Context: an optimization exercise on an open-source flow, tuned for small area. The choices shown serve that exercise and are no tape-out recipe. Only simulation tests tie the RTL to the original design; equivalence was not proved. Power and IR drop assume default switching activity.

`flow/run.sh`:
```
#!/bin/bash
# Layout flow: the standard flow (standard.sh) with three changes:
#  - synthesis maps the combinational logic with an area-oriented ABC script
#    (flow/abc_area.script) in place of ORFS's abc_speed.script; registers, synthesis
#    passes, flattening and renaming stay the standard ones (same synth_recipe.tcl);
#  - clock tree synthesis runs without dummy loads (flow/cts_args);
#  - every input and output port still gets its buffer, a buf_1 (flow/port_args).
# Each step's output goes to its own log in this folder (synth.log, layout.log).
set -euo pipefail
here=$(pwd)
rm -rf "$here/scripts_area"
cp -r "$FLOW_HOME/scripts" "$here/scripts_area"
cp "$here/flow/abc_area.script" "$here/scripts_area/abc_speed.script"
cts=$(tr '\n' ' ' < "$here/flow/cts_args")
ports=$(tr '\n' ' ' < "$here/flow/port_args")
sed "s#^make -C #make SCRIPTS_DIR=$here/scripts_area CTS_ARGS='$cts' BUFFER_PORTS_ARGS='$ports' -C #" standard.sh > std_mod.sh
grep -q "SCRIPTS_DIR=$here/scripts_area CTS_ARGS=" std_mod.sh
bash std_mod.sh synth > synth.log 2>&1
bash std_mod.sh > layout.log 2>&1
```
`flow/abc_area.script`:
```
&get -n
&st
&deepsyn -J 200 -T 900
&dch -f
&nf -a -R 1000
&put
topo
stime -c
dnsize -c
```
`flow/cts_args`:
```
-sink_clustering_enable -repair_clock_nets -dont_use_dummy_load -sink_clustering_size 10 -sink_clustering_max_diameter 40 -buf_list sky130_fd_sc_hd__clkbuf_4
```
`flow/port_args`:
```
-buffer_cell sky130_fd_sc_hd__buf_1
```
`standard.sh`:
```
#!/bin/bash
# synth_recipe.tcl (not shown) runs the flow's synth.tcl, then flattens the netlist and writes it again
# the make line also repeats each setting of config.mk as NAME=value (left out here)
make -C /OpenROAD-flow-scripts/flow DESIGN_CONFIG=/design/flow/config.mk WORK_HOME=/design/flow/orfs CLKGATE_MAP_FILE= SYNTH_SCRIPT=/design/flow/synth_recipe.tcl "${@:-finish}"
```
`config.mk`:
```
export PLATFORM = sky130hd
export DESIGN_NAME = maquina_estados
export DESIGN_NICKNAME = maquina_estados
export VERILOG_FILES = /design/flow/design.v
export SDC_FILE = /design/flow/constraint.sdc
export NUM_CORES = 8
export LEC_CHECK = 0
export CAP_MARGIN = 20
export CORE_MARGIN = 2
export CORE_UTILIZATION = 70
export GPL_ROUTABILITY_DRIVEN = 1
export PLACE_DENSITY = 0.75
export SLEW_MARGIN = 20
```
`constraint.sdc`:
```
create_clock -name core_clock -period 12.0 [get_ports {clk}]
set_input_delay 2.4000 -clock core_clock [delete_from_list [all_inputs] [get_ports {clk}]]
set_output_delay 2.4000 -clock core_clock [all_outputs]
set_load 0.01 [all_outputs]
```
`design.v`:
```
`timescale 1ns / 1ps
module maquina_estados(
	input clk,
	input rst,
	input arriba,
	input abajo,
	input izquierda,
	input derecha,
	input pausa,
	output hsync,
	output vsync,
	output [2:0] RED,
	output [2:0] GREEN,
	output [1:0] BLUE
	);
	reg [2:0] bp;
	wire anyb = arriba | abajo | izquierda | derecha | pausa;
	wire [2:0] code = arriba ? 3'd1 : abajo ? 3'd2 : izquierda ? 3'd3 : derecha ? 3'd4 : 3'd5;
	always @(posedge clk)
		if (rst | ~anyb) bp <= 3'd0;
		else if (bp == 3'd0) bp <= code;
	reg [10:0] cnt;
	reg reset_r;           
	reg mover;
	reg [1:0] mode;        
	reg [1:0] dir;         
	reg [2:0] mem;         
	wire cnt_end = (cnt == 11'h33c);
	wire step = cnt_end & ~rst & ~reset_r;
	always @(posedge clk) begin
		if (rst | reset_r) cnt <= 11'h001;
		else if (cnt_end) cnt <= 11'h002;
		else cnt <= {cnt[9:0], cnt[10] ^ cnt[8]};
		mover <= step;
		if (rst | reset_r) begin
			mode <= 2'd0;
			mem <= 3'd0;
		end else if (step) begin
			mem <= bp;
			mode <= nmode;
			dir <= ndir;
		end
	end
	reg [1:0] nmode, ndir;
	always @(*) begin
		nmode = mode;
		ndir = dir;
		case (mode)
			2'd0: if (mem >= 3'd1 && mem <= 3'd4) begin nmode = 2'd1; ndir = mem[1:0] - 2'd1; end
			2'd1: if (mem == 3'd5) nmode = 2'd2;
			      else if (~dir[1] && (mem == 3'd3 || mem == 3'd4)) ndir = mem[1:0] - 2'd1;
			      else if (dir[1] && (mem == 3'd1 || mem == 3'd2)) ndir = mem[1:0] - 2'd1;
			default: if (mem == 3'd5) nmode = 2'd1;
		endcase
	end
	reg c50;
	wire pix_en = ~c50;
	reg [6:0] pq;               
	reg [3:0] pr;
	reg [6:0] vq;               
	reg [3:0] vr;
	reg vse;
	reg clrd;              
	wire p_last = (pq == 7'd85) && (pr == 4'd5);         
	wire p_1038 = (pq == 7'd85) && (pr == 4'd4);
	wire [6:0] pq_inc = pr == 4'd9 ? pq + 7'd1 : pq;
	wire [3:0] pr_inc = pr == 4'd9 ? 4'd0 : pr + 4'd1;
	wire [6:0] hq = clrd ? 7'd109 : p_last ? 7'd109 : pq_inc;   
	wire [3:0] hr = clrd ? 4'd6 : p_last ? 4'd6 : pr_inc;
	wire [6:0] vbq = clrd ? 7'd123 : vq;                           
	wire [3:0] vbr = clrd ? 4'd7 : vr;
	wire v_last = (vbq == 7'd62) && (vbr == 4'd2);
	wire [6:0] vq_inc = v_last ? 7'd123 : (vbr == 4'd9 ? vbq + 7'd1 : vbq);
	wire [3:0] vr_inc = v_last ? 4'd7 : (vbr == 4'd9 ? 4'd0 : vbr + 4'd1);
	always @(posedge clk) begin
		if (rst) c50 <= 1'b0; else c50 <= ~c50;
		if (rst) begin
			pq <= 7'd85; pr <= 4'd5;
			vq <= 7'd123; vr <= 4'd7;
			vse <= 1'b0; clrd <= 1'b0;
		end else if (pix_en) begin
			pq <= hq; pr <= hr;
			clrd <= reset_r;
			if (reset_r) begin
				vq <= vbq; vr <= vbr;
			end else begin
				vse <= ~clrd & p_1038;
				if (vse) begin vq <= vq_inc; vr <= vr_inc; end
				else begin vq <= vbq; vr <= vbr; end
			end
		end
	end
	assign hsync = ~clrd & ~p_last & ((pq <= 7'd85) || (pq >= 7'd122) || (pq == 7'd121 && pr >= 4'd5));
	assign vsync = ~clrd & ((vq <= 7'd62) || (vq >= 7'd125) || (vq == 7'd124 && vr >= 4'd3));
	wire visx = (pq <= 7'd79) && !(pq == 7'd0 && pr == 4'd0);
	wire visy = (vq <= 7'd59) && !(vq == 7'd0 && vr == 4'd0);
	wire vis = visx & visy;
	wire [6:0] cx = pq;
	wire bx = (pr == 4'd0);
	wire [6:0] cy = vq;
	wire by = (vr == 4'd0);
	wire [6:0] pqm1 = pq - 7'd1;
	wire [6:0] vqm1 = vq - 7'd1;
	wire [6:0] cxm1 = pqm1;
	wire [6:0] cym1 = vqm1;
	function inbox;
		input [6:0] kx;
		input [5:0] ky;
		input [6:0] cx_, cxm1_, cy_, cym1_;
		input bx_, by_;
		begin
			inbox = ((kx == cx_) || (bx_ && kx == cxm1_)) &&
			        ((ky == cy_[5:0]) || (by_ && ky == cym1_[5:0]));
		end
	endfunction
	reg [6:0] rx;
	reg [5:0] ry;
	reg rx2, ry2;
	reg [6:0] fx;          
	reg [5:0] fy;
	reg comer;
	always @(posedge clk) begin
		if (rst) begin
			rx <= 7'd0; rx2 <= 1'b0;
			ry <= 6'd2; ry2 <= 1'b0;
			fx <= 7'd39; fy <= 6'd29;
		end else begin
			rx2 <= (rx == 7'd79) & ~rx2;
			rx <= rx2 ? 7'd0 : (rx == 7'd79) ? 7'd79 : (rx == 7'd0) ? 7'd4 : rx + 7'd5;
			ry2 <= (ry == 6'd59) & ~ry2;
			ry <= ry2 ? 6'd0 : (ry == 6'd59) ? 6'd59 : (ry == 6'd0) ? 6'd2 : ry + 6'd3;
			if (comer | (reset_r & (cnt != 11'h001))) begin
				fx <= rx; fy <= ry;
			end
		end
	end
	reg [6:0] hx;
	reg [5:0] hy;
	reg [6:0] tx;          
	reg [5:0] ty;
	reg tv;                
	reg rn;                
	reg full;              
	reg [5:0] kc;          
	reg pdrop, ppush;      
	reg [3:0] ll;          
	reg corner;            
	reg hit;               
	reg [6:0] ax;
	reg [5:0] ay;
	reg [159:0] ring;
	reg a0, a1, d0, d1, dp;   
	wire domove = mover & (mode == 2'd1);
	wire [1:0] sd = mover ? dir : ndir;
	wire [6:0] nhx = hx + ((sd == 2'd3) ? 7'd1 : (sd == 2'd2) ? 7'h7f : 7'd0);
	wire [5:0] nhy = hy + ((sd == 2'd1) ? 6'd1 : (sd == 2'd0) ? 6'h3f : 6'd0);
	wire outb = (dir == 2'd0 && hy == 6'd0) || (dir == 2'd1 && hy == 6'd59) ||
	            (dir == 2'd2 && hx == 7'd0) || (dir == 2'd3 && hx == 7'd79);
	wire eat = (hx == fx) && (hy == fy);
	wire coll = hit | outb;
	wire hz = (hx == 7'd0) && (hy == 6'd0);
	wire tz = (tx == 7'd0) && (ty == 6'd0);
	wire turnh = ll[3] & ~dir[1];       
	wire [3:0] ll2 = (dir == ll[3:2]) ? {ll[3:2], 2'd1} :
	                 turnh ? {dir, 1'b1, ll[2]} : {ll[3:2], 1'b1, dir[0]};
	localparam [3:0] EMPTY = 4'b1010;
	wire [3:0] lr = ring[159:156];
	wire wr;
	wire [3:0] lk = wr ? ll : lr;       
	wire k0 = (kc == 6'd0);
	wire valid = tv & (lk != EMPTY);
	wire [6:0] axi = k0 ? tx : ax;
	wire [5:0] ayi = k0 ? ty : ay;
	wire vert = ~lk[3];
	wire two = (lk[1:0] == 2'd1);
	wire [6:0] ddx = vert ? ((lk[1:0] == 2'd2) ? 7'h7f : (lk[1:0] == 2'd3) ? 7'd1 : 7'd0)
	                      : (lk[2] ? (two ? 7'd2 : 7'd1) : (two ? 7'h7e : 7'h7f));
	wire [5:0] ddy = ~vert ? ((lk[1:0] == 2'd2) ? 6'h3f : (lk[1:0] == 2'd3) ? 6'd1 : 6'd0)
	                       : (lk[2] ? (two ? 6'd2 : 6'd1) : (two ? 6'h3e : 6'h3f));
	wire [6:0] ex = axi + ddx;
	wire [5:0] ey = ayi + ddy;
	wire resolve = pdrop & k0;
	assign wr = ppush & rn & (lr == EMPTY);   
	wire pnhit = valid && (axi == nhx) && (ayi == nhy);
	wire ym = (ey == vq[5:0]) || ((vr == 4'd0) && ey == vqm1[5:0]);
	wire [5:0] tpair = pq[6:1] + 6'd1;
	wire mp = valid & ym & (ex[6:1] == tpair);
	wire m0 = mp & ~ex[0];
	wire m1 = mp & ex[0];
	wire shift = pix_en & (pr == 4'd9) & pq[0];
	wire push = domove & ~coll & (eat ? (~tv | ~full) : tv);
	wire ph = push & hrow;
	wire hxa = (hx[6:1] == tpair);
	wire pd0 = ph & hxe & ~hx[0];
	wire pd1 = ph & hxe & hx[0];
	wire pdp = ph & hxb;
	wire pa0 = ph & hxa & ~hx[0];
	wire pa1 = ph & hxa & hx[0];
	wire hxn = (hx[6:1] == pq[6:1] + 6'd2);
	wire pn0 = ph & hxn & ~hx[0];
	wire pn1 = ph & hxn & hx[0];
	reg q0, q1;            
	wire hrow = (hy == cy[5:0]) || (by && hy == cym1[5:0]);
	wire hxe = (hx[6:1] == pq[6:1]);
	wire hxb = (hx == pqm1);
	wire headb = hrow && ((hxe && hx[0] == pq[0]) || (bx && hxb));
	wire fruitb = inbox(fx, fy, cx, cxm1, cy, cym1, bx, by);
	wire tailb = tv & ~pdrop & inbox(tx, ty, cx, cxm1, cy, cym1, bx, by);
	wire hcur = pq[0] ? d1 : d0;
	wire hprev = pq[0] ? d0 : dp;
	wire f00 = (fx == 7'd0) && (fy == 6'd0);
	wire headc = vis ? headb : hz;
	wire fruitc = vis ? fruitb : f00;
	wire body = vis ? (hcur | (bx & hprev) | tailb) : corner;
	wire col_r = ~headc & (fruitc | ~body);
	wire col_b = headc | ~fruitc;
	reg colr, colb, ored, oblue;
	always @(posedge clk) begin
		ax <= ex;
		ay <= ey;
		ring <= {ring[155:0], (~tv | resolve) ? EMPTY : lk};
		rn <= (resolve | kc == 6'd39) ? 1'b1 : rn & (lk != EMPTY);
		if (kc == 6'd39) full <= tv & (lk != EMPTY);
		if (rst) begin
			hx <= 7'd4; hy <= 6'd4;
			reset_r <= 1'b1;
			comer <= 1'b0;
			tv <= 1'b0; kc <= 6'd0;
			pdrop <= 1'b0; ppush <= 1'b0;
			corner <= 1'b0; hit <= 1'b0;
			a0 <= 1'b0; a1 <= 1'b0; d0 <= 1'b0; d1 <= 1'b0; dp <= 1'b0; q0 <= 1'b0; q1 <= 1'b0;
		end else begin
			reset_r <= 1'b0;
			comer <= domove & eat;
			kc <= (resolve | kc == 6'd39) ? 6'd0 : kc + 6'd1;
			if (shift) begin
				dp <= d1 | pd1; d0 <= a0 | m0 | pa0; d1 <= a1 | m1 | pa1;
				a0 <= q0 | pn0; a1 <= q1 | pn1; q0 <= 1'b0; q1 <= 1'b0;
			end else begin
				dp <= dp | pdp; d0 <= d0 | pd0; d1 <= d1 | pd1;
				a0 <= a0 | m0 | pa0; a1 <= a1 | m1 | pa1;
				q0 <= q0 | pn0; q1 <= q1 | pn1;
			end
			if (resolve) begin
				tx <= ex; ty <= ey;
				pdrop <= 1'b0;
				hit <= 1'b0;
			end else if (pnhit & (~k0 | eat)) begin
				hit <= 1'b1;
			end
			if (mover | comer) begin
				hit <= 1'b0;
			end
			if (wr) begin
				ppush <= 1'b0;
				ll <= {dir, 2'b00};
			end
			if (domove) begin
				if (coll) begin
					hx <= 7'd4; hy <= 6'd4;
					reset_r <= 1'b1;
					tv <= 1'b0;
					pdrop <= 1'b0; ppush <= 1'b0;
					corner <= 1'b0;
					a0 <= 1'b0; a1 <= 1'b0; d0 <= 1'b0; d1 <= 1'b0; dp <= 1'b0; q0 <= 1'b0; q1 <= 1'b0;
				end else begin
					hx <= nhx; hy <= nhy;
					if (eat) begin
						if (~tv) begin
							tx <= hx; ty <= hy; tv <= 1'b1;
							ll <= {dir, 2'b00};
							corner <= corner | hz;
						end else if (~full) begin
							ppush <= 1'b1;
							corner <= corner | hz;
						end else begin
							ll <= ll2;
						end
					end else begin
						if (tv) begin
							pdrop <= 1'b1; ppush <= 1'b1;
							corner <= (corner & ~tz) | hz;
						end
					end
				end
			end
		end
		if (pix_en) begin
			colr <= col_r;
			colb <= col_b;
		end
		if (rst) begin
			ored <= 1'b0; oblue <= 1'b0;
		end else if (pix_en) begin
			ored <= vis & colr;
			oblue <= vis & colb;
		end
	end
	assign RED = {3{ored}};
	assign GREEN = {3{ored & oblue}};
	assign BLUE = {2{oblue}};
endmodule
```
==> out/results.ini, run 1 <==
[power_and_ir_drop]
p_leak_nw = 4.659
vdd_drop_max_uv = 129.5
power_density_nw_per_um2 = 149.6

[timing]
min_period_ps = 5073
fmax_ghz = 0.1971
rsz0062_at_grt = no
max-slew-margin-rel_pct = 42.62
finalMaxSlewViolations = 0
fin_crit_sh_pct = 42.28
hold_viol = 0
worst_pin_slew_ps = 854.1
finalSetupViolCount = 0
skew_ps = 91.10
setup_tns_ps = 0

[global_route]
grt_usage_pct = 30.81
grt_pass1_wl_um = 44120
grt_overflow_total = 0
grt_antenna_before_repair = 3
grt_pass1_vias = 8654
grt_max_degree = 24

[floorplan]
row_count = 47
fp.dieW_um = 134.5
ioPinCount = 17
core_area_um2 = 16580
chipHeight_um = 134.5
initial_utilization_pct = 71.86
die-area_um2 = 18080

[synth]
syn_area_um2 = 11920
synth_area_leaders = dfxtp_1, edfxtp_1, ha_1, xnor2_1, nand2_1
syn_inst = 1196
ys_seq_elements = 304
synth_edf_count = 22
synth_top_cell_by_area = dfxtp_1
synthDistinctLibCells = 61
ys_seq_area_share_pct = 52.92
ys.flop_type = dfxtp_1
synth_commonest_cells = dfxtp_1, nand2_1, nor2_1, a21oi_1, clkinv_1
synth_top_cell_area_share_pct = 47.38
ys_warn_count = 1
async_reset_ff_share_pct = 0
synth.avg_cell_area_um2 = 9.964
synth.net_count = 1259
synth.most_common_cell = dfxtp_1

[drt]
first_iter_violations = 834
wl_um = 27200
wl_per_cell_um = 18.49
drt_first_pass_iters = 5
drc = 0
vias = 9030
via_per_inst = 6.139
ant_nets = 0

[clocking]
cts_made_buffers = 40
clk_latency_ps = 650
htree_levels = 2
root_buffer = clkbuf_4
cts_setup_buffers = 0
clk_pin_slew_ps = 100
cts.sink_count = 304
cts_hold_buf = 0
clock_path_buffers = 3
cts_tree = done
ctsResizeCount = 0

[place]
port_buffers = 16
place_hpwl_um = 19600
gp_congestion = 1.017

[worst_setup_path]
crit_path_top_delay_cell = dfxtp_1
worstPathRequired_ps = 9600
worst_path_largest_cell_delay_ps = 710
cp-start-kind = flop
critPathArrivalTime_ps = 2670
cp_cell_sequence = clkinv_1, ha_1, a2111oi_0, o21a_1, a311oi_1, buf_1
timing.critical_path.buf_inv = 2
cpLargestDelayFamily = flip-flops
path_max_fanout = 13
critPathCaptureType = output port
critical_path_class = reg -> out

[flow_run]
maxCapViolCount = 0

[layout]
fin_util_pct = 75.65
drive_gt1_share_pct = 3.680
nets = 1315
fillCellCount = 1204
area_delta_synth_final_pct = 5.282

[min_path]
hold_path.class = reg -> reg

[run_status]
outcome = timing/DRC/antenna clean

-- per-layer routing --
metal	GRT usage (%)	share of wire (%)
met5	0	0.037
met4	12.28	3.3
met3	7.545	10
met2	46.26	43
met1	43.24	44
-- cell families (layout without fill, tap and decap cells) --
kind of cell,count (synthesis),after routing,share of synthesized area (%)
compound gates,277,277,15.16
xor+xnor,104,104,7.644
fa+ha+maj,56,56,6.132
buf+inv,78,132,2.677
flops,304,304,52.92
mux,8,8,0.6720
other cells,0,1,0
simple gates,369,369,14.79
-- stage by stage --
stage / power, mW / hold slack (ps) / area (µm²) / instances / worst slack [ps]
floorplan: 1.356 / 309.6 / 11920 / 1196 / 7794
global placement: 1.426 / 310.5 / 12240 / 1430 / 7361
detailed placement: 1.436 / 312.1 / 12240 / 1430 / 7316
CTS: 1.884 / 285.4 / 12540 / 1470 / 6925
global route: 1.964 / 288.7 / 12550 / 1471 / 6622
finish: 1.876 / 286.6 / 12550 / 1471 / 6927
-- cell usage in the layout (no fill, tap or decap), types with 23 or more instances in the layout --
| cell type | n |
|---|---|
| nor3_1 | 24 |
| nand2_1 | 105 |
| o21ai_0 | 58 |
| dfxtp_1 | 282 |
| xor2_1 | 36 |
| ha_1 | 52 |
| nor2_1 | 102 |
| nand3_1 | 28 |
| and2_0 | 23 |
| a21oi_1 | 72 |
| xnor2_1 | 68 |
| o22ai_1 | 25 |
| clkinv_1 | 71 |
| clkbuf_4 | 40 |
-- worst reg2reg max path, stage by stage, from the launching register on --
cell and delay [ps]:
dfxtp_1 360, nand4_1 150, or3_1 380, o21ai_0 660, nand2_1 220, o22ai_1 510
or2_0 230, clkinv_1 100, fa_1 440, clkinv_1 60, a21oi_1 50, o21bai_1 220
xor2_1 370, o211ai_1 160, a211oi_1 280, nand4_1 170, nor4_1 250, nor3_1 90
o22ai_1 180
-- cell type report --
class                      count  area (µm²)  area share, %
sequential                   304        6306          50.26
multi-input combinational    814        5298          42.23
tap                          220       275.3          2.194
timing repair buffer          21       97.59         0.7779
antenna                        1       2.502        0.01995
inverter                      71       266.5          2.124
clock buffer                  40       300.3          2.394
-- state kept, by name, indices dropped and copies added (netlist names), 2 cells and up --
signal and flops:
ring 160, cnt 11, ax 7, fx 7, hx 7, pq 7, rx 7, tx 7
vq 7, ay 6, fy 6, hy 6, kc 6, ry 6, ty 6, ll 4
pr 4, vr 4, bp 3, mem 3, dir 2, mode 2
-- report_power, final --
part / leakage [nW] / internal [mW] / switching (mW) / total [mW]
clock network: 0.184 / 0.154 / 0.300 / 0.454
logic: 1.99 / 0.124 / 0.181 / 0.305
registers: 2.49 / 1.07 / 0.0500 / 1.12
total: 4.66 / 1.34 / 0.531 / 1.88
-- path summary, 6_finish.rpt --
check             slack [ps]                to  cells after the start          startpoint
hold / removal           290  ring[66]$_DFF_P_                      0    ring[62]$_DFF_P_
hold reg to reg          290  ring[66]$_DFF_P_                      0    ring[62]$_DFF_P_
setup / recovery        6930             vsync                      6  vq[0]$_SDFFE_PP1N_
setup reg to reg        7030     a0$_SDFF_PP0_                     18   ring[157]$_DFF_P_
==> inputs of run 2 (changes only) <==
--- a/design.v
+++ b/design.v
@@ -67,11 +67,9 @@
 	wire [3:0] pr_inc = pr == 4'd9 ? 4'd0 : pr + 4'd1;
 	wire [6:0] hq = clrd ? 7'd109 : p_last ? 7'd109 : pq_inc;   
 	wire [3:0] hr = clrd ? 4'd6 : p_last ? 4'd6 : pr_inc;
-	wire [6:0] vbq = clrd ? 7'd123 : vq;                           
-	wire [3:0] vbr = clrd ? 4'd7 : vr;
-	wire v_last = (vbq == 7'd62) && (vbr == 4'd2);
-	wire [6:0] vq_inc = v_last ? 7'd123 : (vbr == 4'd9 ? vbq + 7'd1 : vbq);
-	wire [3:0] vr_inc = v_last ? 4'd7 : (vbr == 4'd9 ? 4'd0 : vbr + 4'd1);
+	wire v_last = (vq == 7'd62) && (vr == 4'd2);
+	wire [6:0] vq_inc = v_last ? 7'd123 : (vr == 4'd9 ? vq + 7'd1 : vq);
+	wire [3:0] vr_inc = v_last ? 4'd7 : (vr == 4'd9 ? 4'd0 : vr + 4'd1);
 	always @(posedge clk) begin
 		if (rst) c50 <= 1'b0; else c50 <= ~c50;
 		if (rst) begin
@@ -81,12 +79,13 @@
 		end else if (pix_en) begin
 			pq <= hq; pr <= hr;
 			clrd <= reset_r;
-			if (reset_r) begin
-				vq <= vbq; vr <= vbr;
-			end else begin
+			if (~reset_r) begin
 				vse <= ~clrd & p_1038;
-				if (vse) begin vq <= vq_inc; vr <= vr_inc; end
-				else begin vq <= vbq; vr <= vbr; end
+				if (clrd) begin
+					vq <= 7'd123; vr <= vse ? 4'd8 : 4'd7;
+				end else if (vse) begin
+					vq <= vq_inc; vr <= vr_inc;
+				end
 			end
 		end
 	end
==> flow/run.sh (replaced) <==
#!/bin/bash
# Layout flow: the standard flow (standard.sh) with these changes:
#  - synthesis maps the combinational logic with an area-oriented ABC script
#    (flow/abc_area.script) in place of ORFS's abc_speed.script; registers, synthesis
#    passes, flattening and renaming stay the standard ones (same synth_recipe.tcl);
#  - clock tree synthesis runs without dummy loads (flow/cts_args);
#  - every input and output port still gets its buffer, a buf_1 (flow/port_args), and
#    outputs that share a net are split in synthesis with buf_1 in place of buf_4.
# Each step's output goes to its own log in this folder (synth.log, layout.log).
set -euo pipefail
here=$(pwd)
rm -rf "$here/scripts_area"
cp -r "$FLOW_HOME/scripts" "$here/scripts_area"
cp "$here/flow/abc_area.script" "$here/scripts_area/abc_speed.script"
cts=$(tr '\n' ' ' < "$here/flow/cts_args")
ports=$(tr '\n' ' ' < "$here/flow/port_args")
sed "s#^make -C #make SCRIPTS_DIR=$here/scripts_area CTS_ARGS='$cts' BUFFER_PORTS_ARGS='$ports' MIN_BUF_CELL_AND_PORTS='sky130_fd_sc_hd__buf_1 A X' -C #" standard.sh > std_mod.sh
grep -q "SCRIPTS_DIR=$here/scripts_area CTS_ARGS=" std_mod.sh
bash std_mod.sh synth > synth.log 2>&1
bash std_mod.sh > layout.log 2>&1
==> out/results.ini, run 2 <==
[floorplan]
initial_utilization_pct = 71.58  ; was 71.86%
ioPinCount = 17  ; unchanged
fp.dieW_um = 134.0  ; was 134.5 µm
chipHeight_um = 134.0  ; was 134.5 µm
row_count = 47  ; unchanged
core_area_um2 = 16520  ; was 16,580 µm²
die-area_um2 = 17950  ; was 18,080 µm²

[drt]
wl_per_cell_um = 19.00  ; was 18.49 µm
via_per_inst = 6.228  ; was 6.139
wl_um = 27790  ; was 27,200 µm
first_iter_violations = 756  ; was 834
ant_nets = 0  ; unchanged
drc = 0  ; unchanged
vias = 9105  ; was 9,030
drt_first_pass_iters = 5  ; unchanged

[worst_setup_path]
critPathArrivalTime_ps = 2870  ; was 2670 ps
critical_path_class = reg -> out  ; unchanged
critPathCaptureType = output port  ; unchanged
worstPathRequired_ps = 9600  ; about the same
path_max_fanout = 11  ; was 13
cp-start-kind = flop  ; unchanged

[synth]
synth.most_common_cell = dfxtp_1  ; unchanged
ys_seq_area_share_pct = 53.32  ; was 52.92%
async_reset_ff_share_pct = 0  ; unchanged
synth_edf_count = 22  ; unchanged
ys_seq_elements = 304  ; unchanged
synth_top_cell_by_area = dfxtp_1  ; unchanged
synthDistinctLibCells = 60  ; was 61
synth_commonest_cells = dfxtp_1, nor2_1, nand2_1, a21oi_1, clkinv_1  ; was dfxtp_1, nand2_1, nor2_1, a21oi_1, clkinv_1
ys.flop_type = dfxtp_1  ; unchanged
synth_area_leaders = dfxtp_1, edfxtp_1, ha_1, xnor2_1, a21oi_1  ; was dfxtp_1, edfxtp_1, ha_1, xnor2_1, nand2_1
syn_area_um2 = 11830  ; was 11,920 µm²
syn_inst = 1184  ; was 1,196
ys_warn_count = 1  ; unchanged
synth.avg_cell_area_um2 = 9.990  ; was 9.964 µm²
synth_top_cell_area_share_pct = 47.73  ; was 47.38%
synth.net_count = 1245  ; was 1,259

[timing]
skew_ps = 88.41  ; was 91.10 ps
fmax_ghz = 0.1898  ; was 0.1971 GHz
hold_viol = 0  ; unchanged
min_period_ps = 5268  ; was 5073 ps
rsz0062_at_grt = no  ; unchanged
fin_crit_sh_pct = 43.90  ; was 42.28%
worst_slack_ps = 6732  ; was 6927 ps
max-slew-margin-rel_pct = 24.37  ; was 42.62%
setup_tns_ps = 0  ; unchanged
finalMaxSlewViolations = 0  ; unchanged
worst_pin_slew_ps = 1124  ; was 854.1 ps
finalSetupViolCount = 0  ; unchanged

[layout]
regMostFlops = ring  ; unchanged
fin_util_pct = 75.64  ; was 75.65%
final-seq-area_um2 = 6306  ; unchanged
top_regs = ring: 160 flops, cnt: 11 flops  ; unchanged
final_cell_mix = dfxtp_1, nor2_1, nand2_1, a21oi_1, clkinv_1  ; was dfxtp_1, nand2_1, nor2_1, a21oi_1, clkinv_1
fillCellCount = 1168  ; was 1,204
fin_cells = 1462  ; was 1,471
area_delta_synth_final_pct = 5.681  ; was 5.282%
drive_gt1_share_pct = 3.868  ; was 3.680%
multi_input_area_um2 = 5214  ; was 5298 µm²
nets = 1304  ; was 1,315
layout_commonest_cell = dfxtp_1  ; unchanged
largest_register_ffs = 160  ; unchanged

[clocking]
cts_setup_buffers = 0  ; unchanged
cts_tree = done  ; unchanged
root_buffer = clkbuf_4  ; unchanged
ctsResizeCount = 0  ; unchanged
clk_latency_ps = 670  ; was 650 ps
clock_path_buffers = 3  ; unchanged
cts_hold_buf = 0  ; unchanged
cts_made_buffers = 41  ; was 40
cts.sink_count = 304  ; unchanged
clk_pin_slew_ps = 100  ; about the same
htree_levels = 2  ; unchanged

[global_route]
grt_pass1_wl_um = 44850  ; was 44,120 µm
grt_overflow_total = 0  ; unchanged
grt_pass1_vias = 8738  ; was 8,654
grt_antenna_before_repair = 1  ; was 3
grt_usage_pct = 31.56  ; was 30.81%
grt_max_degree = 26  ; was 24

[place]
place_ws_ps = 7312  ; was 7316 ps
gp_congestion = 0.9872  ; was 1.017
place_hpwl_um = 20280  ; was 19,600 µm
place_inst = 1420  ; was 1,430
port_buffers = 16  ; unchanged

[run_status]
outcome = timing/DRC/antenna clean  ; unchanged

[min_path]
hold_path.class = reg -> reg  ; unchanged

[flow_run]
maxCapViolCount = 0  ; unchanged

[power_and_ir_drop]
vdd_drop_max_uv = 128.2  ; was 129.5 µV
p_leak_nw = 4.760  ; was 4.659 nW
power_density_nw_per_um2 = 151.5  ; was 149.6 nW/µm²

[run 2: changes by cell type after synthesis, moves of 5 or more]
cell / delta
nand2_1: -17
nor3_1: +15
and2_0: -14
and3_1: +10
a21oi_1: +9
buf_1: +7
buf_4: -7
mux2i_1: +7
nand2b_1: -7
nor4_1: -6
xor2_1: +6
a211oi_1: -5
nand4_1: +5
[run 2: kinds of logic after synthesis]
| group | share of synthesized area [%] |
|---|---|
| AOI/OAI and AO/OA | 14.94 |
| xor gates and xnor gates | 7.923 |
| adders and majority gates | 5.966 |
| buffers and inverters | 2.602 |
| and+or+nand+nor | 13.99 |
| DFF | 53.32 |
| muxes | 1.269 |
[run 2: metrics by stage]
step	hold slack [ps]	area [µm²]	power [mW]
after floorplan	309.6	11830	1.357
after CTS	319.8	12500	1.895
after detailed placement	312.1	12190	1.443
final	307.8	12500	1.894
after global routing	321.6	12500	1.975
after global placement	310.2	12190	1.429
[run 2: worst paths after layout]
path                             from          endpoint  slack, ps  cells after the start
hold / removal        ring[5]$_DFF_P_   ring[9]$_DFF_P_        310                      0
setup / recovery   pq[1]$_SDFFE_PP0P_             hsync       6730                      6
setup reg to reg  mem[0]$_SDFFE_PP0P_  hit$_SDFFE_PP0P_       7160                     21
hold reg to reg       ring[5]$_DFF_P_   ring[9]$_DFF_P_        310                      0
[run 2: cell type report]
| class | count | area share, % |
|---|---|---|
| Antenna cell | 1 | 0.02002 |
| Clock buffer | 41 | 2.462 |
| Inverter | 75 | 2.252 |
| Multi-Input combinational cell | 798 | 41.71 |
| Sequential cell | 304 | 50.45 |
| Tap cell | 220 | 2.202 |
| Timing Repair Buffer | 23 | 0.9009 |
[run 2: critical path: stages (launching register included)]
cell and delay, ps:
dfxtp_1 640, clkinv_1 320, ha_1 290, a2111oi_0 550, nor3_1 80, a21boi_0 210
buf_1 170
[run 2: per-layer routing]
metal / vias up / GRT usage (%) / share of wire [%]
li1: 4344 / - / -
met1: 4264 / 42.75 / 43
met2: 420 / 49.89 / 45
met3: 77 / 7.748 / 9.2
met4: 0 / 10.82 / 2.7
met5: - / 0 / 0
[run 2: power by group]
group	total, mW	leakage [nW]	internal [mW]	switching [mW]
registers	1.12	2.50	1.07	0.0500
clock network	0.463	0.189	0.157	0.305
logic	0.314	2.07	0.126	0.188
total	1.89	4.76	1.35	0.543
==> inputs of run 3 (changes only) <==
--- a/design.v
+++ b/design.v
@@ -61,19 +61,19 @@
 	reg [3:0] vr;
 	reg vse;
 	reg clrd;              
-	wire p_last = (pq == 7'd85) && (pr == 4'd5);         
-	wire p_1038 = (pq == 7'd85) && (pr == 4'd4);
+	wire p_last = (pq == 7'd85) && (pr == 4'd4);         
+	wire p_1038 = (pq == 7'd85) && (pr == 4'd3);
 	wire [6:0] pq_inc = pr == 4'd9 ? pq + 7'd1 : pq;
 	wire [3:0] pr_inc = pr == 4'd9 ? 4'd0 : pr + 4'd1;
 	wire [6:0] hq = clrd ? 7'd109 : p_last ? 7'd109 : pq_inc;   
-	wire [3:0] hr = clrd ? 4'd6 : p_last ? 4'd6 : pr_inc;
+	wire [3:0] hr = clrd ? 4'd5 : p_last ? 4'd5 : pr_inc;
 	wire v_last = (vq == 7'd62) && (vr == 4'd2);
 	wire [6:0] vq_inc = v_last ? 7'd123 : (vr == 4'd9 ? vq + 7'd1 : vq);
 	wire [3:0] vr_inc = v_last ? 4'd7 : (vr == 4'd9 ? 4'd0 : vr + 4'd1);
 	always @(posedge clk) begin
 		if (rst) c50 <= 1'b0; else c50 <= ~c50;
 		if (rst) begin
-			pq <= 7'd85; pr <= 4'd5;
+			pq <= 7'd85; pr <= 4'd4;
 			vq <= 7'd123; vr <= 4'd7;
 			vse <= 1'b0; clrd <= 1'b0;
 		end else if (pix_en) begin
@@ -89,18 +89,18 @@
 			end
 		end
 	end
-	assign hsync = ~clrd & ~p_last & ((pq <= 7'd85) || (pq >= 7'd122) || (pq == 7'd121 && pr >= 4'd5));
+	assign hsync = ~clrd & ~p_last & ((pq <= 7'd85) || (pq >= 7'd122) || (pq == 7'd121 && pr >= 4'd4));
 	assign vsync = ~clrd & ((vq <= 7'd62) || (vq >= 7'd125) || (vq == 7'd124 && vr >= 4'd3));
-	wire visx = (pq <= 7'd79) && !(pq == 7'd0 && pr == 4'd0);
+	wire visx = (pq <= 7'd79) && !(pq == 7'd79 && pr == 4'd9);
 	wire visy = (vq <= 7'd59) && !(vq == 7'd0 && vr == 4'd0);
 	wire vis = visx & visy;
 	wire [6:0] cx = pq;
-	wire bx = (pr == 4'd0);
+	wire bx = (pr == 4'd9);      
 	wire [6:0] cy = vq;
 	wire by = (vr == 4'd0);
-	wire [6:0] pqm1 = pq - 7'd1;
+	wire [6:0] pqp1 = pq + 7'd1;
 	wire [6:0] vqm1 = vq - 7'd1;
-	wire [6:0] cxm1 = pqm1;
+	wire [6:0] cxm1 = pqp1;
 	wire [6:0] cym1 = vqm1;
 	function inbox;
 		input [6:0] kx;
@@ -148,7 +148,7 @@
 	reg [6:0] ax;
 	reg [5:0] ay;
 	reg [159:0] ring;
-	reg a0, a1, d0, d1, dp;   
+	reg a0, a1, d0, d1;    
 	wire domove = mover & (mode == 2'd1);
 	wire [1:0] sd = mover ? dir : ndir;
 	wire [6:0] nhx = hx + ((sd == 2'd3) ? 7'd1 : (sd == 2'd2) ? 7'h7f : 7'd0);
@@ -186,13 +186,12 @@
 	wire mp = valid & ym & (ex[6:1] == tpair);
 	wire m0 = mp & ~ex[0];
 	wire m1 = mp & ex[0];
-	wire shift = pix_en & (pr == 4'd9) & pq[0];
+	wire shift = pix_en & bx & pq[0];
 	wire push = domove & ~coll & (eat ? (~tv | ~full) : tv);
 	wire ph = push & hrow;
 	wire hxa = (hx[6:1] == tpair);
 	wire pd0 = ph & hxe & ~hx[0];
 	wire pd1 = ph & hxe & hx[0];
-	wire pdp = ph & hxb;
 	wire pa0 = ph & hxa & ~hx[0];
 	wire pa1 = ph & hxa & hx[0];
 	wire hxn = (hx[6:1] == pq[6:1] + 6'd2);
@@ -201,16 +200,16 @@
 	reg q0, q1;            
 	wire hrow = (hy == cy[5:0]) || (by && hy == cym1[5:0]);
 	wire hxe = (hx[6:1] == pq[6:1]);
-	wire hxb = (hx == pqm1);
+	wire hxb = (hx == pqp1);
 	wire headb = hrow && ((hxe && hx[0] == pq[0]) || (bx && hxb));
 	wire fruitb = inbox(fx, fy, cx, cxm1, cy, cym1, bx, by);
 	wire tailb = tv & ~pdrop & inbox(tx, ty, cx, cxm1, cy, cym1, bx, by);
 	wire hcur = pq[0] ? d1 : d0;
-	wire hprev = pq[0] ? d0 : dp;
+	wire hnext = pq[0] ? (a0 | m0) : d1;
 	wire f00 = (fx == 7'd0) && (fy == 6'd0);
 	wire headc = vis ? headb : hz;
 	wire fruitc = vis ? fruitb : f00;
-	wire body = vis ? (hcur | (bx & hprev) | tailb) : corner;
+	wire body = vis ? (hcur | (bx & hnext) | tailb) : corner;
 	wire col_r = ~headc & (fruitc | ~body);
 	wire col_b = headc | ~fruitc;
 	reg colr, colb, ored, oblue;
@@ -227,16 +226,16 @@
 			tv <= 1'b0; kc <= 6'd0;
 			pdrop <= 1'b0; ppush <= 1'b0;
 			corner <= 1'b0; hit <= 1'b0;
-			a0 <= 1'b0; a1 <= 1'b0; d0 <= 1'b0; d1 <= 1'b0; dp <= 1'b0; q0 <= 1'b0; q1 <= 1'b0;
+			a0 <= 1'b0; a1 <= 1'b0; d0 <= 1'b0; d1 <= 1'b0; q0 <= 1'b0; q1 <= 1'b0;
 		end else begin
 			reset_r <= 1'b0;
 			comer <= domove & eat;
 			kc <= (resolve | kc == 6'd39) ? 6'd0 : kc + 6'd1;
 			if (shift) begin
-				dp <= d1 | pd1; d0 <= a0 | m0 | pa0; d1 <= a1 | m1 | pa1;
+				d0 <= a0 | m0 | pa0; d1 <= a1 | m1 | pa1;
 				a0 <= q0 | pn0; a1 <= q1 | pn1; q0 <= 1'b0; q1 <= 1'b0;
 			end else begin
-				dp <= dp | pdp; d0 <= d0 | pd0; d1 <= d1 | pd1;
+				d0 <= d0 | pd0; d1 <= d1 | pd1;
 				a0 <= a0 | m0 | pa0; a1 <= a1 | m1 | pa1;
 				q0 <= q0 | pn0; q1 <= q1 | pn1;
 			end
@@ -261,7 +260,7 @@
 					tv <= 1'b0;
 					pdrop <= 1'b0; ppush <= 1'b0;
 					corner <= 1'b0;
-					a0 <= 1'b0; a1 <= 1'b0; d0 <= 1'b0; d1 <= 1'b0; dp <= 1'b0; q0 <= 1'b0; q1 <= 1'b0;
+					a0 <= 1'b0; a1 <= 1'b0; d0 <= 1'b0; d1 <= 1'b0; q0 <= 1'b0; q1 <= 1'b0;
 				end else begin
 					hx <= nhx; hy <= nhy;
 					if (eat) begin
--- a/config.mk
+++ b/config.mk
@@ -9,5 +9,6 @@
 export CORE_MARGIN = 2
 export CORE_UTILIZATION = 70
 export GPL_ROUTABILITY_DRIVEN = 1
+export GPL_TIMING_DRIVEN = 0
 export PLACE_DENSITY = 0.75
 export SLEW_MARGIN = 20
==> out/results.ini, run 3 <==
[run_status]
outcome = timing/DRC/antenna clean  ; unchanged

[timing]
worst_pin_slew_ps = 1150  ; was 1124 ps
hold_viol = 0  ; unchanged
max-slew-margin-rel_pct = 23.08  ; was 24.37%
finalSetupViolCount = 0  ; unchanged
fin_crit_sh_pct = 44.16  ; was 43.90%
fmax_ghz = 0.1887  ; was 0.1898 GHz
worst_slack_ps = 6701  ; was 6732 ps
finalMaxSlewViolations = 0  ; unchanged
setup_tns_ps = 0  ; unchanged
fin_hold_ws_ps = 299.1  ; was 307.8 ps
rsz0062_at_grt = no  ; unchanged
skew_ps = 65.72  ; was 88.41 ps
min_period_ps = 5299  ; was 5268 ps

[global_route]
use_met2_pct = 48.63  ; was 49.89%
grt_max_degree = 28  ; was 26
grt_use_met3_pct = 5.782  ; was 7.748%
grt_usage_pct = 31.19  ; was 31.56%
busiest_layer = met2  ; unchanged
grt_overflow_total = 0  ; unchanged
use_met1_pct = 43.89  ; was 42.75%
grt_pass1_vias = 8710  ; was 8,738
grt_antenna_before_repair = 1  ; unchanged
grt_pass1_wl_um = 44330  ; was 44,850 µm

[worst_setup_path]
worst_path_largest_cell_delay_ps = 710  ; was 640 ps
critical_path_class = reg -> reg  ; was reg -> out
critPathArrivalTime_ps = 5690  ; was 2870 ps
timing.critical_path.buf_inv = 1  ; was 2
cp-start-kind = flop  ; unchanged
cp_cell_sequence = nor3_1, nand3b_1, mux2i_1, clkinv_1, ha_1, a21o_1, a21oi_1, xnor2_1, xnor2_1, a2111oi_0, nand3_1, a221oi_1, o2111ai_1, o21bai_1, nand3_1, a21o_1  ; was clkinv_1, ha_1, a2111oi_0, nor3_1, a21boi_0, buf_1
crit_path_top_delay_cell = nand3b_1  ; was dfxtp_1
path_max_fanout = 16  ; was 11
worstPathRequired_ps = 12390  ; was 9600 ps
cpLargestDelayFamily = compound AO/OA/AOI/OAI gates  ; unchanged
critPathCaptureType = flop  ; was output port

[clocking]
htree_levels = 2  ; unchanged
cts.sink_count = 303  ; was 304
clk_pin_slew_ps = 110  ; was 100 ps
cts_made_buffers = 40  ; was 41
clock_path_buffers = 3  ; unchanged
cts_hold_buf = 0  ; unchanged
cts_setup_buffers = 0  ; unchanged
ctsResizeCount = 0  ; unchanged
root_buffer = clkbuf_4  ; unchanged
clk_latency_ps = 640  ; was 670 ps
cts_tree = done  ; unchanged

[floorplan]
initial_utilization_pct = 71.57  ; was 71.58%
row_count = 47  ; unchanged
ioPinCount = 17  ; unchanged
core_area_um2 = 16520  ; unchanged
die-area_um2 = 17950  ; about the same
fp.dieW_um = 134.0  ; about the same
chipHeight_um = 134.0  ; about the same

[place]
place_hpwl_um = 19610  ; was 20,280 µm
dpl_cell_area_um2 = 12190  ; about the same
gp_congestion = 0.9919  ; was 0.9872
port_buffers = 16  ; unchanged
place_ws_ps = 6798  ; was 7312 ps

[drt]
first_iter_violations = 840  ; was 756
drt_first_pass_iters = 6  ; was 5
wl_um = 27420  ; was 27,790 µm
via_per_inst = 6.197  ; was 6.228
drc = 0  ; unchanged
ant_nets = 0  ; unchanged
wl_per_cell_um = 18.72  ; was 19.00 µm
vias = 9078  ; was 9,105

[synth]
syn_area_um2 = 11830  ; about the same
synth_edf_count = 22  ; unchanged
ys_seq_elements = 303  ; was 304
synth.net_count = 1248  ; was 1,245
synth_top_cell_area_share_pct = 47.57  ; was 47.73%
ys_seq_area_share_pct = 53.15  ; was 53.32%
syn_inst = 1187  ; was 1,184
synthDistinctLibCells = 60  ; unchanged
async_reset_ff_share_pct = 0  ; unchanged
ys_warn_count = 1  ; unchanged
ys.flop_type = dfxtp_1  ; unchanged
synth_area_leaders = dfxtp_1, edfxtp_1, ha_1, xnor2_1, nor2_1  ; was dfxtp_1, edfxtp_1, ha_1, xnor2_1, a21oi_1
synth.most_common_cell = dfxtp_1  ; unchanged
synth.avg_cell_area_um2 = 9.963  ; was 9.990 µm²
synth_commonest_cells = dfxtp_1, nor2_1, nand2_1, clkinv_1, a21oi_1  ; was dfxtp_1, nor2_1, nand2_1, a21oi_1, clkinv_1
synth_top_cell_by_area = dfxtp_1  ; unchanged

[layout]
regMostFlops = ring  ; unchanged
largest_register_ffs = 160  ; unchanged
drive_gt1_share_pct = 3.778  ; was 3.868%
final_cell_mix = dfxtp_1, nor2_1, nand2_1, clkinv_1, a21oi_1  ; was dfxtp_1, nor2_1, nand2_1, a21oi_1, clkinv_1
layout_commonest_cell = dfxtp_1  ; unchanged
finalInstanceArea_um2 = 12500  ; about the same
top_regs = ring: 160 flops, cnt: 11 flops  ; unchanged
nets = 1307  ; was 1,304
area_delta_synth_final_pct = 5.702  ; was 5.681%

[flow_run]
maxCapViolCount = 0  ; unchanged

[power_and_ir_drop]
p_leak_nw = 4.749  ; was 4.760 nW
combPwrFrac_pct = 17.4  ; was 16.6%
internal_power_mw = 1.350  ; was 1.351 mW
p_sw_mw = 0.5505  ; was 0.5433 mW
p_sw_share_pct = 28.97  ; was 28.68%
power_density_nw_per_um2 = 152.0  ; was 151.5 nW/µm²
seq_power_share_pct = 58.5  ; was 59.0%
pwr-share-clk_pct = 24.1  ; was 24.4%
vdd_drop_max_uv = 120.8  ; was 128.2 µV

[min_path]
hold_path.class = reg -> reg  ; unchanged

[run 3: layer usage]
layer / share of wire, % / wire, µm
met3: 9.6 / 2623
met4: 3.0 / 826
met5: 0 / 0
met1: 42 / 11650
met2: 45 / 12320
[run 3: path summary, 6_finish.rpt]
path / start / end / slack [ps] / depth (start not counted)
setup / recovery: kc[3]$_SDFF_PP0_ / colr$_DFFE_PN_ / 6700 / 16
setup reg to reg: kc[3]$_SDFF_PP0_ / colr$_DFFE_PN_ / 6700 / 16
hold reg to reg: ring[75]$_DFF_P_ / ring[79]$_DFF_P_ / 300 / 0
hold / removal: ring[75]$_DFF_P_ / ring[79]$_DFF_P_ / 300 / 0
[run 3: stage by stage]
stage	std cells	utilization, %	power [mW]
5_1_grt	1465	75.65	1.984
6_report	1465	75.65	1.900
3_3_place_gp	1423	73.60	1.443
4_1_cts	1464	75.60	1.901
3_5_place_dp	1424	73.78	1.456
2_1_floorplan	1187	-	1.368
[run 3: power by group through the flow]
stage / clock (mW) / sequential [mW] / combinational (mW)
floorplan: 0 / 1.12 / 0.249
global placement: 0 / 1.13 / 0.312
detailed placement: 0 / 1.13 / 0.322
CTS: 0.467 / 1.11 / 0.324
global route: 0.503 / 1.12 / 0.364
finish: 0.458 / 1.11 / 0.330
[run 3: kinds of logic after synthesis]
group	after synthesis	share of synthesized area (%)
buffers and inverters	92	2.920
multiplexers	13	1.100
AO/OA/AOI/OAI	259	14.62
AND/OR/NAND/NOR	366	14.83
flip-flops	303	53.15
XOR/XNOR	100	7.406
adder cells (fa/ha/maj)	54	5.967
[run 3: cell type report]
cell class	instances	area (µm²)
multi-input cells	792	5218
plain buffers	7	26.28
repair buffers	17	72.57
fillers	1197	4024
well taps	220	275.3
clock buffers	40	300.3
diodes	1	2.502
inverters	85	320.3
flip-flops and latches	303	6286
==> inputs of run 4 (changes only) <==
--- a/config.mk
+++ b/config.mk
@@ -9,6 +9,5 @@
 export CORE_MARGIN = 2
 export CORE_UTILIZATION = 70
 export GPL_ROUTABILITY_DRIVEN = 1
-export GPL_TIMING_DRIVEN = 0
 export PLACE_DENSITY = 0.75
 export SLEW_MARGIN = 20
==> out/results.ini, run 4 <==
[global_route]
grt_overflow_total = 0  ; unchanged
grt_pass1_vias = 8876  ; was 8,710
grt_max_degree = 28  ; unchanged
grt_pass1_wl_um = 45600  ; was 44,330 µm
grt_antenna_before_repair = 2  ; was 1
grt_usage_pct = 32.52  ; was 31.19%

[layout]
fin_util_pct = 75.60  ; was 75.65%
fin_cells = 1463  ; was 1,465
top_regs = ring: 160 flops, cnt: 11 flops  ; unchanged
largest_register_ffs = 160  ; unchanged
fillCellCount = 1168  ; was 1,197
drive_gt1_share_pct = 3.865  ; was 3.778%
nets = 1305  ; was 1,307
finalInstanceArea_um2 = 12490  ; was 12,500 µm²
final_cell_mix = dfxtp_1, nor2_1, nand2_1, clkinv_1, a21oi_1  ; unchanged
layout_commonest_cell = dfxtp_1  ; unchanged
area_delta_synth_final_pct = 5.639  ; was 5.702%
regMostFlops = ring  ; unchanged

[clocking]
clk_latency_ps = 650  ; was 640 ps
cts.sink_count = 303  ; unchanged
clock_path_buffers = 3  ; unchanged
htree_levels = 2  ; unchanged
root_buffer = clkbuf_4  ; unchanged
ctsResizeCount = 0  ; unchanged
cts_tree = done  ; unchanged
cts_hold_buf = 0  ; unchanged
cts_setup_buffers = 0  ; unchanged
clk_pin_slew_ps = 100  ; was 110 ps
cts_made_buffers = 39  ; was 40

[worst_setup_path]
timing.rr.start = kc[3]$_SDFF_PP0_  ; unchanged
worstPathRequired_ps = 9600  ; was 12,390 ps
critPathCaptureType = output port  ; was flop
reg2reg_to = colr$_DFFE_PN_  ; unchanged
r2r_cells = 16  ; unchanged
path_max_fanout = 11  ; was 16
critPathArrivalTime_ps = 2730  ; was 5690 ps
timing.reg2reg.setup_slack_ps = 6950  ; was 6700 ps
critical_path_class = reg -> out  ; was reg -> reg
cp-start-kind = flop  ; unchanged

[place]
place_hpwl_um = 20500  ; was 19,610 µm
place_inst = 1423  ; was 1,424
place_ws_ps = 7207  ; was 6798 ps
dpl_cell_area_um2 = 12190  ; about the same
port_buffers = 16  ; unchanged
gp_congestion = 0.9758  ; was 0.9919

[synth]
synthDistinctLibCells = 60  ; unchanged
ys.flop_type = dfxtp_1  ; unchanged
async_reset_ff_share_pct = 0  ; unchanged
ys_warn_count = 1  ; unchanged
synth_area_leaders = dfxtp_1, edfxtp_1, ha_1, xnor2_1, nor2_1  ; unchanged
synth_commonest_cells = dfxtp_1, nor2_1, nand2_1, clkinv_1, a21oi_1  ; unchanged
syn_inst = 1187  ; unchanged
synth_top_cell_area_share_pct = 47.57  ; unchanged
synth_top_cell_by_area = dfxtp_1  ; unchanged
synth.most_common_cell = dfxtp_1  ; unchanged
ys_seq_elements = 303  ; unchanged
synth.net_count = 1248  ; unchanged
synth_edf_count = 22  ; unchanged
ys_seq_area_share_pct = 53.15  ; unchanged
syn_area_um2 = 11830  ; unchanged
synth.avg_cell_area_um2 = 9.963  ; unchanged

[floorplan]
chipHeight_um = 134.0  ; unchanged
core_area_um2 = 16520  ; unchanged
ioPinCount = 17  ; unchanged
fp.dieW_um = 134.0  ; unchanged
row_count = 47  ; unchanged
die-area_um2 = 17950  ; unchanged
initial_utilization_pct = 71.57  ; unchanged

[power_and_ir_drop]
vdd_drop_max_uv = 128.7  ; was 120.8 µV
power_mw = 1.890  ; was 1.900 mW
power_density_nw_per_um2 = 151.3  ; was 152.0 nW/µm²
p_leak_nw = 4.759  ; was 4.749 nW

[flow_run]
maxCapViolCount = 0  ; unchanged

[drt]
ant_nets = 0  ; unchanged
via_per_inst = 6.286  ; was 6.197
vias = 9197  ; was 9,078
wl_um = 28500  ; was 27,420 µm
drc = 0  ; unchanged
first_iter_violations = 1025  ; was 840
wl_per_cell_um = 19.48  ; was 18.72 µm
drt_first_pass_iters = 7  ; was 6

[timing]
fin_crit_sh_pct = 42.73  ; was 44.16%
hold_viol = 0  ; unchanged
rsz0062_at_grt = no  ; unchanged
min_period_ps = 5127  ; was 5299 ps
finalMaxSlewViolations = 0  ; unchanged
fmax_ghz = 0.1950  ; was 0.1887 GHz
max-slew-margin-rel_pct = 26.59  ; was 23.08%
worst_slack_ps = 6873  ; was 6701 ps
fin_hold_ws_ps = 323.3  ; was 299.1 ps
finalSetupViolCount = 0  ; unchanged
worst_pin_slew_ps = 1097  ; was 1150 ps
skew_ps = 60.20  ; was 65.72 ps
setup_tns_ps = 0  ; unchanged

[min_path]
hold_path.class = reg -> reg  ; unchanged
hold_depth = 0  ; unchanged
holdCritStartpoint = ring[11]$_DFF_P_  ; was ring[75]$_DFF_P_
hold_end = ring[15]$_DFF_P_  ; was ring[79]$_DFF_P_

[run_status]
outcome = timing/DRC/antenna clean  ; unchanged

-- run 4: final cells by class --
cell class | count | area [µm²] | share of cell area, %
well taps | 220 | 275.3 | 2.203
repair buffers | 23 | 112.6 | 0.9014
flip-flops and latches | 303 | 6286 | 50.32
multi-input cells | 792 | 5205 | 41.66
clock buffers | 39 | 292.8 | 2.344
inverters | 85 | 319.1 | 2.554
diodes | 1 | 2.502 | 0.02003
-- run 4: cell families (layout without fill, tap and decap cells) --
logic type | count (synthesis) | in the layout | synth area share, %
AO/OA/AOI/OAI | 259 | 259 | 14.62
XOR/XNOR | 100 | 100 | 7.406
adder cells (fa/ha/maj) | 54 | 54 | 5.967
buffers and inverters | 92 | 147 | 2.920
flip-flops | 303 | 303 | 53.15
multiplexers | 13 | 13 | 1.100
other | 0 | 1 | 0
AND/OR/NAND/NOR | 366 | 366 | 14.83
-- run 4: power breakdown --
part           internal (mW)  switching (mW)
Clock                  0.150           0.298
Combinational          0.132           0.196
Sequential              1.06          0.0490
-- run 4: how the worst max path moves through the flow --
stage                       start              to  slack (ps)  cells past startpoint
6_report       pq[1]$_SDFFE_PP0P_           hsync        6870                      7
2_1_floorplan   ring[159]$_DFF_P_  colr$_DFFE_PN_        7940                     19
5_1_grt          kc[3]$_SDFF_PP0_  colr$_DFFE_PN_        6700                     16
3_3_place_gp     kc[3]$_SDFF_PP0_  colr$_DFFE_PN_        7450                     16
4_1_cts        pq[1]$_SDFFE_PP0P_           hsync        6940                      7
3_5_place_dp     kc[3]$_SDFF_PP0_  colr$_DFFE_PN_        7210                     16
-- run 4: critical path, stage by stage, from the launching register on --
cell	delay (ps)
dfxtp_1	720
clkinv_1	310
ha_1	290
a221oi_1	290
o21ai_0	120
a31oi_1	180
nor2b_1	60
buf_1	120
-- run 4: per-layer routing --
layer	global-route usage, %	up-vias	wire (µm)
li1	-	4325	-
met1	44.07	4342	11960
met2	50.63	438	12680
met3	6.803	92	2686
met4	14.60	0	1176
met5	0	-	0

-- static timing again, ports no longer ideal --
Ports are ideal in the flow. The routed layouts listed here were re-timed in OpenROAD. Step 1, drivers: a clkbuf_16 drives clk and a buf_2 each remaining input, both assumed. Step 2 also shifts input and output timing later by t, the mid clock arrival at the registers, as if the neighbouring blocks saw the same clock. a / b / c = no drivers / after step 1 / after step 2; a / b = the first two.
| run | t (ns) | setup WS [ns] | hold WS [ns] | worst data-port slew with drivers (ns) | pins driven straight from the clock port |
|---|---|---|---|---|---|
| run 1 | 0.644 | 6.927 / 6.889 / 7.029 | 0.287 / 0.287 / 0.287 | 0.03 | 1 |
| run 2 | 0.664 | 6.732 / 6.692 / 7.162 | 0.308 / 0.308 / 0.308 | 0.03 | 1 |
| run 3 | 0.646 | 6.701 / 6.701 / 6.701 | 0.299 / 0.299 / 0.299 | 0.03 | 1 |
| run 4 | 0.665 | 6.873 / 6.831 / 6.945 | 0.323 / 0.323 / 0.323 | 0.03 | 1 |
After both steps setup and hold are still met in every run listed.
